Source: an optimization exercise on an open RTL-to-GDS flow (aim: small area). Production flows keep margins and buffers that such runs may drop.
Function was checked by simulation only, so behaviour that the tests miss may differ from the original.
Power is estimated from default activity; no workload was simulated. No driver is modelled on the clock port, so clocking that relies on it looks cheaper here than on a real chip.

## ember
==> flow/design.v (excerpt) <==
module sisc (clk, rst_f, imem_addr, imem_rdata, dmem_addr, dmem_wdata, dmem_we, dmem_rdata, halted);
For scale: ~950 cells after synthesis, about 560 flip-flops, about 130 I/O pins, roughly 14000 um2 of cells after synthesis.
Settings: LEC_CHECK=0, CAP_MARGIN=20, CORE_MARGIN=2, CORE_UTILIZATION=70, PLACE_DENSITY=0.8, SLEW_MARGIN=20; clock period 10.0 ns.
standard.sh (not shown) runs the stock make flow with config.mk's settings and CLKGATE_MAP_FILE= SYNTH_SCRIPT=/design/flow/synth_recipe.tcl, a recipe that flattens the netlist after the stock synthesis.
==> flow/flow/run.sh <==
#!/bin/bash
set -euo pipefail
export BUFFER_PORTS_ARGS="-buffer_cell sky130_fd_sc_hd__buf_1"
export CTS_ARGS="-sink_clustering_enable -repair_clock_nets -dont_use_dummy_load -sink_clustering_size 30 -sink_clustering_max_diameter 100 -root_buf sky130_fd_sc_hd__clkbuf_4 -tree_buf sky130_fd_sc_hd__clkbuf_8"
bash standard.sh finish > flow_make.log 2>&1
ember went all the way through the flow, and no timing, DRC or antenna check failed.
Input-level comparison between zinc and ember:
==> flow/flow/run.sh <==
#!/bin/bash
set -euo pipefail
export BUFFER_PORTS_ARGS="-buffer_cell sky130_fd_sc_hd__buf_1"
export CTS_ARGS="-sink_clustering_enable -repair_clock_nets -dont_use_dummy_load -sink_clustering_size 32 -sink_clustering_max_diameter 120 -root_buf sky130_fd_sc_hd__clkbuf_4 -tree_buf sky130_fd_sc_hd__clkbuf_4"
export REMOVE_ABC_BUFFERS=1
bash standard.sh finish > flow_make.log 2>&1
--- outcome ---
Sort ember and zinc by total track usage, ascending, and zinc comes first.
Per the comparison of zinc with ember, fmax stayed essentially flat; final cell count stayed essentially flat; biggest fanout along the worst timing path stayed essentially flat.
Clock share of power came out lower on zinc than on ember.
Delta(number of global-route vias before repair, zinc - ember) < 0
In terms of fraction of power spent switching nets, zinc and ember differ only marginally.
| area growth from synthesis to final layout | zinc vs ember | 0.19 points lower |
In zinc, the first-pass GRT wire length came out about 5.6% below the value in ember.


Setup of lane 1:
sisc, a different RTL version from the one above (not shown whole).
Size: roughly 960 cells after synthesis, ~14000 sq um of cells after synthesis.
==> flow/config.mk <==
export PLATFORM = sky130hd
export DESIGN_NAME = sisc
export DESIGN_NICKNAME = sisc
export VERILOG_FILES = /design/flow/design.v
export SDC_FILE = /design/flow/constraint.sdc
export NUM_CORES = 4
export LEC_CHECK = 0
export CAP_MARGIN = 20
export CORE_MARGIN = 2
export CORE_UTILIZATION = 72
export PLACE_DENSITY = 0.85
export SLEW_MARGIN = 20
==> flow/constraint.sdc <==
create_clock -name core_clock -period 10.0 [get_ports {clk}]
set_input_delay 2.0000 -clock core_clock [delete_from_list [all_inputs] [get_ports {clk}]]
set_output_delay 2.0000 -clock core_clock [all_outputs]
set_load 0.01 [all_outputs]
==> flow/flow/run.sh <==
#!/bin/bash
# Standard ORFS layout (standard synthesis unchanged) with small port buffers
# and a clock tree with larger sink clusters and no dummy loads.
set -euo pipefail
export BUFFER_PORTS_ARGS="-buffer_cell sky130_fd_sc_hd__buf_1"
export CTS_ARGS="-sink_clustering_enable -repair_clock_nets -dont_use_dummy_load -sink_clustering_size 32 -sink_clustering_max_diameter 70"
bash standard.sh finish > flow_make.log 2>&1
No stage failed in lane 1, and the final checks on the layout all came back clean.
Input-level comparison between lane 2 and lane 1:
- CORE_UTILIZATION: 72 -> 70
- PLACE_DENSITY: 0.85 -> 0.8
==> flow/flow/run.sh <==
#!/bin/bash
# Standard ORFS layout (standard synthesis unchanged) with smaller port buffers
# and a clock tree with larger sink clusters and no dummy loads.
set -euo pipefail
export BUFFER_PORTS_ARGS="-buffer_cell sky130_fd_sc_hd__buf_1"
export CTS_ARGS="-sink_clustering_enable -repair_clock_nets -dont_use_dummy_load -sink_clustering_size 30 -sink_clustering_max_diameter 100"
bash standard.sh finish > flow_make.log 2>&1
--- outcome ---
- Lane 2 finished every stage and its layout cleared the timing, design-rule and antenna checks.
- Sequential share of layout area of lane 2 is on par with lane 1.
- Looking at lane 1 and lane 2, the clock transition time at the flip-flop clock pins of the worst setup and hold paths is a wash.
- Lane 2 against lane 1: area growth from synthesis to layout did not really move; number of non-filler instances in the completed layout now larger; synthesized cell count held.
Setup changes, lane 2 to lane 3
==> flow/flow/run.sh <==
#!/bin/bash
# Standard ORFS layout (standard synthesis unchanged) with small port buffers
# and a clock tree with larger sink clusters and no dummy loads.
set -euo pipefail
export BUFFER_PORTS_ARGS="-buffer_cell sky130_fd_sc_hd__buf_1"
export CTS_ARGS="-sink_clustering_enable -repair_clock_nets -dont_use_dummy_load -sink_clustering_size 34 -sink_clustering_max_diameter 50"
bash standard.sh finish > flow_make.log 2>&1
[summary]
Against lane 2, post-route worst hold slack in lane 3 came out worse.
Lane 3 — combinational fraction of design power 0.2 points lower, lane 2 as reference
Reported for lane 2 and lane 3, worst-case clock buffer depth turned out identical to the last digit.
Number of clock buffers inserted by TritonCTS grows by more than half when moving from lane 2 to lane 3.
Across both runs, initial DRC count was higher for lane 3 than for lane 2.
Changes observed in lane 3 relative to lane 2: final wirelength picked up an extra 1500 um, total via count after detailed routing picked up an extra 3.1%.
Measured against lane 2, the total power consumption of the routed design of lane 3 comes out at 1.08 times the reference value.
Taking lane 2 as the reference, in lane 3 design area moved up, clock insertion delay at the later pin of the skew report level.

## re-timing with driven ports
Ports are ideal in the flow. The routed layouts listed here were re-timed in OpenROAD. Step 1: set_driving_cell puts a clkbuf_16 on clk and a buf_2 on each other input, an assumption about the parent block. Step 2 times the ports against the registers' clock, not the clock port: input delays grow and output delays shrink by t, the midpoint of the rising clock arrivals with the driver on. Slacks: no drivers / after step 1 / after step 2; pairs: no drivers / after step 1.
| run | shift t [ns] | setup slack, ns | worst setup path at the end |
|---|---|---|---|
| ember | 0.780 | 4.716 / 4.684 / 3.942 | input to register |
| zinc | 0.793 | 4.718 / 4.693 / 4.094 | input to register |
| lane 1 | 0.573 | 4.125 / 4.149 / 3.576 | input to register |
| lane 2 | 0.567 | 4.095 / 4.112 / 3.546 | input to register |
| lane 3 | 0.546 | 4.079 / 4.097 / 3.551 | input to register |
After both steps every run listed still meets setup and hold. The setup slack of ember, which loses most, moves by -0.032 ns with the drivers and by -0.774 ns with both steps.
